From an optimization exercise on the open Yosys and OpenROAD flow, aimed at small area and few clock cycles; shortcuts taken in it are not production practice.
Only simulation tests tie the RTL to the original design; equivalence was not proved.

v29:
## axi4s_cordic
module axi4s_cordic #(
    parameter MODE = "ROT",       
    parameter integer DW = 12,
    parameter integer PAR = 1,
    parameter integer TDW = ((DW + 7) / 8) * 8
)(
    input  wire clk, resetn,
    input  wire signed [TDW*3*PAR - 1 : 0]  s_axis_tdata,
    input  wire                             s_axis_tlast,
    input  wire                             s_axis_tvalid,
    output wire                             s_axis_tready,
    output logic signed [TDW*3*PAR - 1 : 0] m_axis_tdata,
    output logic                            m_axis_tlast,
    output logic                            m_axis_tvalid,
    input  wire                             m_axis_tready
);
export LEC_CHECK = 0
export ABC_AREA = 1
export CAP_MARGIN = 20
export CORE_MARGIN = 2
export CORE_UTILIZATION = 40
export CTS_CLUSTER_DIAMETER = 80
export CTS_CLUSTER_SIZE = 40
export SLEW_MARGIN = 20
create_clock -name core_clock -period 8.0 [get_ports {clk}]
run.sh (not shown) runs the stock make flow with config.mk's settings and CLKGATE_MAP_FILE= SYNTH_SCRIPT=/design/flow/synth_recipe.tcl, a recipe that flattens the netlist after the stock synthesis.
Testbench counts of v29, summed over its fixed seeds: cycles 12,048.
> inputs changed (v29 -> v27)
--- a/flow/design.v
+++ b/flow/design.v
@@ -61,29 +61,23 @@
             end
         end
     endfunction
     function automatic [12:0] step3(input [12:0] a, input [12:0] b, input sub);
         logic [12:0] bs;
         logic c, k, sb;
         begin
             bs = b;
             c = sub;
-            for (int j = 0; j < 10; j++) begin
-                bs[j] = b[j + 3] ^ sub;
+            for (int j = 0; j < 13; j++) begin
+                bs[j] = ((j + 3 < 13) ? b[j + 3] : b[12]) ^ sub;
                 step3[j] = a[j] ^ bs[j] ^ c;
                 c = (a[j] & bs[j]) | (c & (a[j] ^ bs[j]));
             end
-            sb = b[12] ^ sub;
-            k = c ^ sb;
-            for (int j = 10; j < 13; j++) begin
-                step3[j] = a[j] ^ k;
-                k = k & (a[j] ^ sb);
-            end
         end
     endfunction
     function automatic [12:0] step4(input [12:0] a, input [12:0] b, input sub);
         logic [12:0] bs;
         logic c, k, sb;
         begin
             bs = b;
             c = sub;
             for (int j = 0; j < 9; j++) begin
@@ -99,29 +93,23 @@
             end
         end
     endfunction
     function automatic [12:0] step5(input [12:0] a, input [12:0] b, input sub);
         logic [12:0] bs;
         logic c, k, sb;
         begin
             bs = b;
             c = sub;
-            for (int j = 0; j < 8; j++) begin
-                bs[j] = b[j + 5] ^ sub;
+            for (int j = 0; j < 13; j++) begin
+                bs[j] = ((j + 5 < 13) ? b[j + 5] : b[12]) ^ sub;
                 step5[j] = a[j] ^ bs[j] ^ c;
                 c = (a[j] & bs[j]) | (c & (a[j] ^ bs[j]));
             end
-            sb = b[12] ^ sub;
-            k = c ^ sb;
-            for (int j = 8; j < 13; j++) begin
-                step5[j] = a[j] ^ k;
-                k = k & (a[j] ^ sb);
-            end
         end
     endfunction
     function automatic [12:0] step6(input [12:0] a, input [12:0] b, input sub);
         logic [12:0] bs;
         logic c, k, sb;
         begin
             bs = b;
             c = sub;
             for (int j = 0; j < 7; j++) begin
@@ -137,29 +125,23 @@
             end
         end
     endfunction
     function automatic [12:0] step7(input [12:0] a, input [12:0] b, input sub);
         logic [12:0] bs;
         logic c, k, sb;
         begin
             bs = b;
             c = sub;
-            for (int j = 0; j < 6; j++) begin
-                bs[j] = b[j + 7] ^ sub;
+            for (int j = 0; j < 13; j++) begin
+                bs[j] = ((j + 7 < 13) ? b[j + 7] : b[12]) ^ sub;
                 step7[j] = a[j] ^ bs[j] ^ c;
                 c = (a[j] & bs[j]) | (c & (a[j] ^ bs[j]));
             end
-            sb = b[12] ^ sub;
-            k = c ^ sb;
-            for (int j = 6; j < 13; j++) begin
-                step7[j] = a[j] ^ k;
-                k = k & (a[j] ^ sb);
-            end
         end
     endfunction
     function automatic [12:0] step8(input [12:0] a, input [12:0] b, input sub);
         logic [12:0] bs;
         logic c, k, sb;
         begin
             bs = b;
             c = sub;
             for (int j = 0; j < 5; j++) begin
- Taking v29 as the reference, in v27 die area down about 1.2%; number of ordinary inverters in the final layout went down.
- Compared with v29, in v27 detailed-placement wirelength estimate saw a decrease; design area saw a decrease.
Testbench counts of v27, summed over its fixed seeds: cycles 12,048.

static timing again, ports no longer ideal:
How much do the figures lean on ideal ports? The routed layouts below were timed once more, with nothing changed but the port constraints.
Step 1: set_driving_cell puts a clkbuf_16 on clk and a buf_2 on each other input, an assumption about the parent block.
Step 2, shift: input delay + t, output delay - t, t = (earliest + latest rising clock arrival at the registers) / 2. This alone moves slack from input paths to output paths.
Three values: ideal ports, drivers, drivers and shift; two values: the first two.
| run | t, ns | setup WS [ns] | worst register clock-pin slew, ns | pins driven straight from the clock port |
|---|---|---|---|---|
| v29 | 0.550 | 0.465 / 0.420 / 0.138 | 0.09 / 0.09 | 1 |
| v27 | 0.562 | 0.331 / 0.331 / -0.104 | 0.10 / 0.10 | 1 |
With both steps, setup timing fails in v27, where it was met with ideal ports. The setup slack of v27, which loses most, moves by 0.000 ns with the drivers and by -0.435 ns with both steps.
